From an optimization exercise on the open Yosys and OpenROAD flow, aimed at small area, a short achievable clock period and few clock cycles; shortcuts taken in it are not production practice. RTL that was checked went through simulation tests only; none was proved equivalent to the original. Power is estimated from default activity; no workload was simulated.

== try-fjord ==
Design day03p2_top, start of the top module:
module day03p2_top (
    input  logic        clk_i,
    input  logic        rst_ni,
    input  logic [3:0]  digit_i,
    input  logic        eol_i,
    output logic [63:0] result_o,
    output logic        ready_o
);
Size: ~780 cells after synthesis, roughly 72 I/O pins, about 0.0083 mm^2 of cells after synthesis.
clock: 8.0 ns
lec_check: 0
cap_margin: 20
core_margin: 2
core_utilization: 40
cts_buf_list: sky130_fd_sc_hd__clkbuf_4 sky130_fd_sc_hd__clkbuf_8
cts_cluster_diameter: 100
cts_cluster_size: 30
setup_slack_margin: 4.75
slew_margin: 20
run.sh (not shown) runs the stock make flow with config.mk's settings and CLKGATE_MAP_FILE= SYNTH_SCRIPT=/design/flow/synth_recipe.tcl, a recipe that flattens the netlist after the stock synthesis.
Testbench counts of try-fjord, summed over its fixed seeds: cycles 55,312.
> inputs changed (try-fjord -> try-zinc)
Settings: SETUP_SLACK_MARGIN now 4.5, was 4.75.
==> flow/flow/run.sh (new file) <==
#!/bin/bash
set -euo pipefail
export BUFFER_PORTS_ARGS="-buffer_cell sky130_fd_sc_hd__buf_1"
bash standard.sh finish > standard_flow.log 2>&1
==> flow/standard.sh (new file) <==
#!/bin/bash
# synth_recipe.tcl (not shown) runs the flow's synth.tcl, then flattens the netlist and writes it again
# the make line also repeats each setting of config.mk as NAME=value (left out here)
make -C /OpenROAD-flow-scripts/flow DESIGN_CONFIG=/design/flow/config.mk WORK_HOME=/design/flow/orfs CLKGATE_MAP_FILE= SYNTH_SCRIPT=/design/flow/synth_recipe.tcl "${@:-finish}"
removed: flow/run.sh
### Flow results
- Between try-zinc and try-fjord, the part of the power in the clock network is higher for try-zinc.
- From try-zinc to try-fjord, post-synthesis compound-gate area fraction did not move at all.
- The largest stage delay on the critical path of try-zinc falls short of that of try-fjord by 0.05 ns.
- Compared to try-fjord, try-zinc has number of global-route vias before repair 295 lower.
- Cmp try-zinc and try-fjord / area growth from synthesis to layout / lower: try-zinc
- Diff try-fjord -> try-zinc: routed wire length decreased by 5.4% relative to the old numbers; share of final layout cell area taken by non-clock buffers saw a decrease; setup slack of the critical path after layout rose 0.011 ns.
Input-level comparison between try-violet and try-zinc:
Settings: CORE_UTILIZATION: 40 -> 50; SETUP_SLACK_MARGIN: 4.5 -> 4.25.
==> comparison <==
- On try-violet: cell count is 5.1% lower than what try-zinc gave.
- From try-zinc to try-violet the numbers moved as follows: number of cells on the worst reg-to-reg path lower; initial antenna violation count lower; wire length per cell higher.
Relative to try-violet, the following input files were edited for try-indigo:
Settings: CORE_UTILIZATION changed from 50 to 40.
==> run notes <==
Diff try-violet and try-indigo: hold slack lower in try-violet
try-indigo improves on try-violet in routed wire length.
Layout cell share with drive strength beyond 1 delta (try-violet -> try-indigo): insignificant
Setup slack on the worst flop-to-flop path: try-indigo > try-violet
On area growth from synthesis to layout, try-violet and try-indigo are neck and neck.

* * *

day03p2_top again, from the RTL that the note above started with.
export LEC_CHECK = 0
export CAP_MARGIN = 20
export CORE_MARGIN = 2
export CORE_UTILIZATION = 40
export CTS_BUF_LIST = sky130_fd_sc_hd__clkbuf_4 sky130_fd_sc_hd__clkbuf_8
export CTS_CLUSTER_DIAMETER = 100
export CTS_CLUSTER_SIZE = 30
export SETUP_SLACK_MARGIN = 5
export SLEW_MARGIN = 20
create_clock -name core_clock -period 8.0 [get_ports {clk_i}]
Stock flow here: none of the scripts above is used.
The starting point completed without violations.
Testbench counts at the start, summed over its fixed seeds: cycles 55,312.
Change:
Settings changed: CORE_UTILIZATION 40 to 60, SETUP_SLACK_MARGIN 5 to 4.5.
Routed wire length falls by 2.1%.
Worst setup slack improved by 0.024 ns.
Clock-buffer cell count went up by 1.
Synthesized cell count stays the same.

* * *

oak:
day03p2_top again, from the RTL that the note above started with.
clock: 8.0 ns
lec_check: 0
cap_margin: 20
core_margin: 2
core_utilization: 40
cts_buf_list: sky130_fd_sc_hd__clkbuf_4 sky130_fd_sc_hd__clkbuf_8
cts_cluster_diameter: 150
cts_cluster_size: 50
setup_slack_margin: 4.5
slew_margin: 20
oak was carried through to the last stage, and its layout satisfied the timing, DRC and antenna checks.
Testbench counts of oak, summed over its fixed seeds: cycles 55,312.
For pine, these inputs were changed with respect to oak:
- swapping 50 for 30 in CTS_CLUSTER_SIZE
- swapping 150 for 100 in CTS_CLUSTER_DIAMETER
- swapping 40 for 30 in CORE_UTILIZATION
- swapping 4.5 for 4.25 in SETUP_SLACK_MARGIN
==> flow/flow/run.sh (new file) <==
#!/bin/bash
set -euo pipefail
export BUFFER_PORTS_ARGS="-buffer_cell sky130_fd_sc_hd__buf_1"
bash standard.sh finish > standard_flow.log 2>&1
==> flow/standard.sh (new file) <==
#!/bin/bash
# synth_recipe.tcl (not shown) runs the flow's synth.tcl, then flattens the netlist and writes it again
# the make line also repeats each setting of config.mk as NAME=value (left out here)
make -C /OpenROAD-flow-scripts/flow DESIGN_CONFIG=/design/flow/config.mk WORK_HOME=/design/flow/orfs CLKGATE_MAP_FILE= SYNTH_SCRIPT=/design/flow/synth_recipe.tcl "${@:-finish}"
removed: flow/run.sh
- pine went all the way through synthesis, placement and routing and the layout is clean on timing, DRC and antenna.
- The clock-cell share of area reported for pine is greater than that of oak by 0.60 points.
- | sequential share of cell area | lower: oak |
- Min die area across oak and pine: oak
- Floorplan die width is higher on pine
- Setup slack of the critical path after layout deteriorates in pine relative to oak.
- Lower via count among oak and pine: pine
- Taking oak as the reference, in pine clock power share went up 1.3 points, share of total power in sequential cells went up 0.8 points, wire length of the first global-routing pass went up about 0.35%.
Modified inputs, birch compared to pine
- a change of SETUP_SLACK_MARGIN from 4.25 to 4.5
- a change of CORE_UTILIZATION from 30 to 40
==> flow/flow/run.sh <==
#!/bin/bash
set -euo pipefail
export BUFFER_PORTS_ARGS="-buffer_cell sky130_fd_sc_hd__buf_2"
bash standard.sh finish > standard_flow.log 2>&1
==> run notes <==
birch: power share of the clock group is 0.3 points lower than what pine reported.
birch against pine: layout net count rose by 13; area growth from synthesis to layout now larger.
Changes in maple relative to birch:
- SETUP_SLACK_MARGIN: 4.5 -> 4
==> flow/flow/run.sh <==
#!/bin/bash
set -euo pipefail
export BUFFER_PORTS_ARGS="-buffer_cell sky130_fd_sc_hd__buf_1"
bash standard.sh finish > standard_flow.log 2>&1
[summary]
maple | stages: all done | timing, DRC, antenna: all pass
Between maple and birch, the number of placed cells counting well taps does not differ in any meaningful way.
birch → maple: overall power of the completed layout went down, global routing usage on met1 now larger, multi-input combinational cell area lower, post-route worst setup slack lower.
Area added between synthesis and finish down 7.1 points in maple wrt birch
Compared with birch, maple degrades shortest clock period the worst path allows after layout.
Wire: maple routes less than birch
In the flow results for birch and maple, the total non-filler cell area in the finished layout is larger on birch.

* * *

day03p2_top, a different RTL version from the one above (not shown whole).
For scale: about 860 cells after synthesis, roughly 130 flip-flops, roughly 8400 um^2 of cells after synthesis.
==> flow/config.mk <==
export PLATFORM = sky130hd
export DESIGN_NAME = day03p2_top
export DESIGN_NICKNAME = day03p2_top
export VERILOG_FILES = /design/flow/design.v
export SDC_FILE = /design/flow/constraint.sdc
export NUM_CORES = 4
export LEC_CHECK = 0
export CAP_MARGIN = 20
export CORE_MARGIN = 2
export CORE_UTILIZATION = 40
export SETUP_SLACK_MARGIN = 5
export SLEW_MARGIN = 20
==> flow/constraint.sdc <==
create_clock -name core_clock -period 8.0 [get_ports {clk_i}]
set_input_delay 1.6000 -clock core_clock [delete_from_list [all_inputs] [get_ports {clk_i}]]
set_output_delay 1.6000 -clock core_clock [all_outputs]
set_load 0.01 [all_outputs]
Stock flow here: none of the scripts above is used.
The first run finished clean.
Then changed:
--- a/flow/config.mk
+++ b/flow/config.mk
@@ -11 +11 @@
-export SETUP_SLACK_MARGIN = 5
+export SETUP_SLACK_MARGIN = 0
Result: The new run finished clean; final cell count drops by 12%; clock-buffer cell count climbs by 2; combinational power drops by 46%; synthesized area stays the same; total power drops by 28%; wire length drops by 23%; utilization drops by 12 points; setup slack degrades by 1.5 ns.
No run of this note included a check of the RTL's function; only the layout flow was run.

* * *

Another version of the RTL of day03p2_top (not shown whole).
Size in the first run: ~770 cells after synthesis, ~130 flip-flops, about 72 I/O pins, roughly 8300 um2 of cells after synthesis.
export LEC_CHECK = 0
export CAP_MARGIN = 20
export CORE_MARGIN = 2
export CORE_UTILIZATION = 40
export CTS_BUF_LIST = sky130_fd_sc_hd__clkbuf_4 sky130_fd_sc_hd__clkbuf_8
export CTS_CLUSTER_DIAMETER = 100
export CTS_CLUSTER_SIZE = 30
export SETUP_SLACK_MARGIN = 4.25
export SLEW_MARGIN = 20
create_clock -name core_clock -period 8.0 [get_ports {clk_i}]
standard.sh (not shown) runs the stock make flow with config.mk's settings and CLKGATE_MAP_FILE= SYNTH_SCRIPT=/design/flow/synth_recipe.tcl, a recipe that flattens the netlist after the stock synthesis.
==> flow/flow/run.sh <==
#!/bin/bash
set -euo pipefail
export BUFFER_PORTS_ARGS="-buffer_cell sky130_fd_sc_hd__buf_1"
bash standard.sh finish > standard_flow.log 2>&1
Then changed:
==> flow/run.sh (new file) <==
#!/bin/bash
# synth_recipe.tcl (not shown) runs the flow's synth.tcl, then flattens the netlist and writes it again
# the make line also repeats each setting of config.mk as NAME=value (left out here)
make -C /OpenROAD-flow-scripts/flow DESIGN_CONFIG=/design/flow/config.mk WORK_HOME=/design/flow/orfs CLKGATE_MAP_FILE= SYNTH_SCRIPT=/design/flow/synth_recipe.tcl finish
SETUP_SLACK_MARGIN = 4.5   (was 4.25)
removed: flow/flow/run.sh
removed: flow/standard.sh
The changed run completed without violations.
Sequential power barely changes.
Total power grows by 6.3%.
Area after synthesis stays the same.
Clock skew goes down by 9.0 ps.
Core utilization climbs by 4.0 points.
Hold slack gets better by 11 ps.
Setup slack improves by 70 ps.
Wire length grows by 2.7%.
Sequential cell count does not change.
Combinational power rose by about 10%.
Global-route usage grows by 0.63 points.
Then changed:
==> flow/flow/run.sh (new file) <==
#!/bin/bash
set -euo pipefail
export BUFFER_PORTS_ARGS="-buffer_cell sky130_fd_sc_hd__buf_1"
bash standard.sh finish > standard_flow.log 2>&1
==> flow/standard.sh (new file) <==
#!/bin/bash
# synth_recipe.tcl (not shown) runs the flow's synth.tcl, then flattens the netlist and writes it again
# the make line also repeats each setting of config.mk as NAME=value (left out here)
make -C /OpenROAD-flow-scripts/flow DESIGN_CONFIG=/design/flow/config.mk WORK_HOME=/design/flow/orfs CLKGATE_MAP_FILE= SYNTH_SCRIPT=/design/flow/synth_recipe.tcl "${@:-finish}"
removed: flow/run.sh
What happened: Worst setup slack improved by 76 ps. First-iteration DRC count decreases by about 1.1%. Synthesized cell count does not change. Cell count went down by 0.60%. Wire length is lower by about 2.2%. Clock power drops by 12%. Core utilization came out lower by 3.2 points. Combinational power goes down by about 5%. Fmax rose by about 2.1%.
No run of this note included a check of the RTL's function; only the layout flow was run.

* * *

day03p2_top, a different RTL version from the one above (not shown whole).
Size: ~780 cells after synthesis, roughly 72 I/O pins, about 8300 um^2 of cells after synthesis.
clock: 8.0 ns
lec_check: 0
cap_margin: 20
core_margin: 2
core_utilization: 40
cts_buf_list: sky130_fd_sc_hd__clkbuf_4 sky130_fd_sc_hd__clkbuf_8
cts_cluster_diameter: 100
cts_cluster_size: 30
setup_slack_margin: 4.5
slew_margin: 20
run.sh (not shown) runs the stock make flow with config.mk's settings and CLKGATE_MAP_FILE= SYNTH_SCRIPT=/design/flow/synth_recipe.tcl, a recipe that flattens the netlist after the stock synthesis.
Stock flow here: none of the scripts above is used.
==> next run, changes <==
--- a/flow/config.mk
+++ b/flow/config.mk
@@ -12,4 +12,4 @@
 export CTS_CLUSTER_DIAMETER = 100
 export CTS_CLUSTER_SIZE = 30
-export SETUP_SLACK_MARGIN = 4.5
+export SETUP_SLACK_MARGIN = 5
 export SLEW_MARGIN = 20
=> The changed run passed the timing, DRC and antenna checks. Wire length decreases by a few percent. Via count increases slightly. Core utilization went up by 2.8 points. Non-clock buffer count came out higher by 20. Power is about the same. Final cell count came out higher slightly. Maximum frequency goes up slightly. Sequential share of layout area shrinks by 1.8 points. Clock skew came out lower by 3.9 ps.
No functional check of the RTL was part of any run of this note.

* * *

Another version of the RTL of day03p2_top (not shown whole).
For scale: about 830 cells after synthesis, roughly 140 flip-flops, about 8600 sq um of cells after synthesis.
make LEC_CHECK=0 CAP_MARGIN=20 CORE_MARGIN=2 CORE_UTILIZATION=40 SETUP_SLACK_MARGIN=4.5 SLEW_MARGIN=20 finish   # period 8.0 ns
Next try:
Settings changed: SETUP_SLACK_MARGIN 4.5 to 3.5.
Global-route usage goes down by 0.75 points.
Core utilization goes down by 5.3 points.
Design area goes down by about 10%.
Power goes down by 11%.
Via count goes down by about 4.5%.
Synthesized area does not change.
Sequential share of layout area goes up by 3.6 points.
Die area stays the same.
Worst setup slack loses 0.45 ns.
Flip-flop and latch count does not change.
Sequential power stays flat.
Function was not checked in any run of this note: the RTL went through the layout flow alone.

* * *

Another version of the RTL of day03p2_top (not shown whole).
Size in the first run: roughly 150 flip-flops, roughly 72 I/O pins.
clock: 8.0 ns
lec_check: 0
cap_margin: 20
core_margin: 2
core_utilization: 40
cts_buf_list: sky130_fd_sc_hd__clkbuf_4 sky130_fd_sc_hd__clkbuf_8
cts_cluster_diameter: 100
cts_cluster_size: 30
setup_slack_margin: 5
slew_margin: 20
The starting point ran to the end with no violations.
==> next run, changes <==
Settings changed: SETUP_SLACK_MARGIN 5 to 4.5.
Effect: The new run completed without violations; worst setup slack loses 0.077 ns; via count falls by 4.6%; power came out lower by 3.5%.
No run of this note included a check of the RTL's function; only the layout flow was run.

* * *

## run 1
RTL: one of the versions met above, not the one the previous note started from.
Size in the first run: ~130 flip-flops, about 72 I/O pins, roughly 8300 µm² of cells after synthesis.
export LEC_CHECK = 0
export CAP_MARGIN = 20
export CORE_MARGIN = 2
export CORE_UTILIZATION = 40
export CTS_BUF_LIST = sky130_fd_sc_hd__clkbuf_4 sky130_fd_sc_hd__clkbuf_8
export CTS_CLUSTER_DIAMETER = 100
export CTS_CLUSTER_SIZE = 30
export GPL_TIMING_DRIVEN = 0
export SETUP_SLACK_MARGIN = 4.25
export SLEW_MARGIN = 20
create_clock -name core_clock -period 8.0 [get_ports {clk_i}]
standard.sh (not shown) runs the stock make flow with config.mk's settings and CLKGATE_MAP_FILE= SYNTH_SCRIPT=/design/flow/synth_recipe.tcl, a recipe that flattens the netlist after the stock synthesis.
==> flow/flow/run.sh <==
#!/bin/bash
set -euo pipefail
export BUFFER_PORTS_ARGS="-buffer_cell sky130_fd_sc_hd__buf_1"
bash standard.sh finish > standard_flow.log 2>&1
Run 1 closes out successfully: all stages finished, all timing, DRC and antenna checks passed.
Testbench counts of run 1, summed over its fixed seeds: cycles 55,312.
Input changes introduced in run 2 (baseline for comparison: run 1):
- removing GPL_TIMING_DRIVEN (formerly 0)
- setting PLACE_DENSITY to 0.75 for the first time
Notes after the runs:
Changes observed in run 2 relative to run 1: worst-case hold slack went up by 0.0088 ns; via count climbed 93; routability congestion estimate from global placement increased by 0.034 relative to the old numbers; power density of the placed cells shows no meaningful change. Comparing run 2 and run 1, the lower detailed-routing wirelength on met1 was measured on run 2. [run 2 vs run 1] overall track demand over capacity in global routing: lower in run 2. Number of sequential storage elements essentially unchanged between run 1 and run 2. Relative to run 1, the final cell area reported for run 2 is lower.
Relative to run 2, the following input files were edited for run 3:
- clearing PLACE_DENSITY, which used to be 0.75
- swapping 4.25 for 3.75 in SETUP_SLACK_MARGIN
==> run notes <==
Run 3 finished every stage and its layout cleared the timing, DRC and antenna checks.
Run 3 vs run 2 — non-clock buffer count rose 2.
When run 3 is measured against run 2, its layout overhead on the synthesized area turns out 0.21 points higher.
Changes observed in run 3 relative to run 2: relative slew slack now larger; maximum clock rate has decreased; data arrival at the endpoint of the critical path increased by 0.20 ns relative to the old numbers; buffering overhead closely matched the old numbers.
The total track usage of run 2 and that of run 3 are within noise of each other.
Comparing run 2 against run 3, there is no change at all in area of all sequential standard cells.
[inputs] run 4 vs run 3
- swapping 3.75 for 4.5 in SETUP_SLACK_MARGIN
==> flow/run.sh (new file) <==
#!/bin/bash
# synth_recipe.tcl (not shown) runs the flow's synth.tcl, then flattens the netlist and writes it again
# the make line also repeats each setting of config.mk as NAME=value (left out here)
make -C /OpenROAD-flow-scripts/flow DESIGN_CONFIG=/design/flow/config.mk WORK_HOME=/design/flow/orfs CLKGATE_MAP_FILE= SYNTH_SCRIPT=/design/flow/synth_recipe.tcl finish
removed: flow/flow/run.sh
removed: flow/standard.sh
[summary]
Run 4: no failed stages, no open violations at the end. Comparing run 4 and run 3, the higher clock skew is on run 3. Detailed route, run 4 vs run 3: via total higher for run 4. In run 4, minimum setup slack in the final design is higher than in run 3.

## what the ideal ports hide
In the flow no input, the clock included, has a driving cell. The finished layouts below were timed again as built, in two steps.
Step 1 sets driving cells, clkbuf_16 on the clock port and buf_2 on the other inputs (assumed; they add their load-dependent delay and slew).
Step 2 moves the port delays by t, midway between the first and last clock arrival at a register: inputs arrive t later, outputs are due t later. That takes back most of the time a late clock gives input paths.
Three values: no drivers, after step 1, after step 2; two values: the first two.
| run | shift t [ns] | slack for setup (ns) | worst slew at a driven data input, ns |
|---|---|---|---|
| try-fjord | 0.502 | 4.617 / 4.617 / 4.617 | 0.03 |
| try-zinc | 0.498 | 4.628 / 4.628 / 4.628 | 0.03 |
| try-violet | 0.491 | 4.438 / 4.438 / 4.438 | 0.03 |
| try-indigo | 0.498 | 4.565 / 4.565 / 4.565 | 0.03 |
| the first run of note 2 | 0.506 | 4.564 / 4.564 / 4.564 | 0.03 |
| the second run of note 2 | 0.496 | 4.588 / 4.588 / 4.588 | 0.03 |
| oak | 0.497 | 4.639 / 4.639 / 4.639 | 0.03 |
| pine | 0.492 | 4.483 / 4.483 / 4.483 | 0.04 |
| birch | 0.488 | 4.578 / 4.578 / 4.578 | 0.03 |
| maple | 0.497 | 4.353 / 4.353 / 4.353 | 0.03 |
| the first run of note 4 | 0.469 | 3.637 / 3.637 / 3.637 | 0.07 |
| the second run of note 4 | 0.468 | 2.126 / 2.126 / 2.126 | 0.05 |
| the first run of note 5 | 0.474 | 4.278 / 4.278 / 4.006 | 0.03 |
| the second run of note 5 | 0.497 | 4.348 / 4.348 / 4.179 | 0.03 |
| the third run of note 5 | 0.491 | 4.424 / 4.424 / 4.121 | 0.03 |
| the first run of note 6 | 0.496 | 4.100 / 4.100 / 4.095 | 0.03 |
| the second run of note 6 | 0.488 | 4.134 / 4.134 / 4.134 | 0.05 |
| the first run of note 7 | 0.472 | 4.252 / 4.252 / 4.252 | 0.04 |
| the second run of note 7 | 0.463 | 3.797 / 3.797 / 3.797 | 0.04 |
| the first run of note 8 | 0.491 | 4.578 / 4.578 / 4.343 | 0.05 |
| the second run of note 8 | 0.480 | 4.501 / 4.501 / 4.095 | 0.04 |
| run 1 | 0.488 | 4.403 / 4.403 / 4.403 | 0.03 |
| run 2 | 0.487 | 4.444 / 4.444 / 4.444 | 0.03 |
| run 3 | 0.497 | 4.252 / 4.252 / 4.252 | 0.03 |
| run 4 | 0.497 | 4.639 / 4.639 / 4.639 | 0.03 |
After both steps setup and hold are still met in every run listed. For the second run of note 8, which loses most, drivers alone change the setup slack by 0.000 ns; drivers and shift together by -0.406 ns.
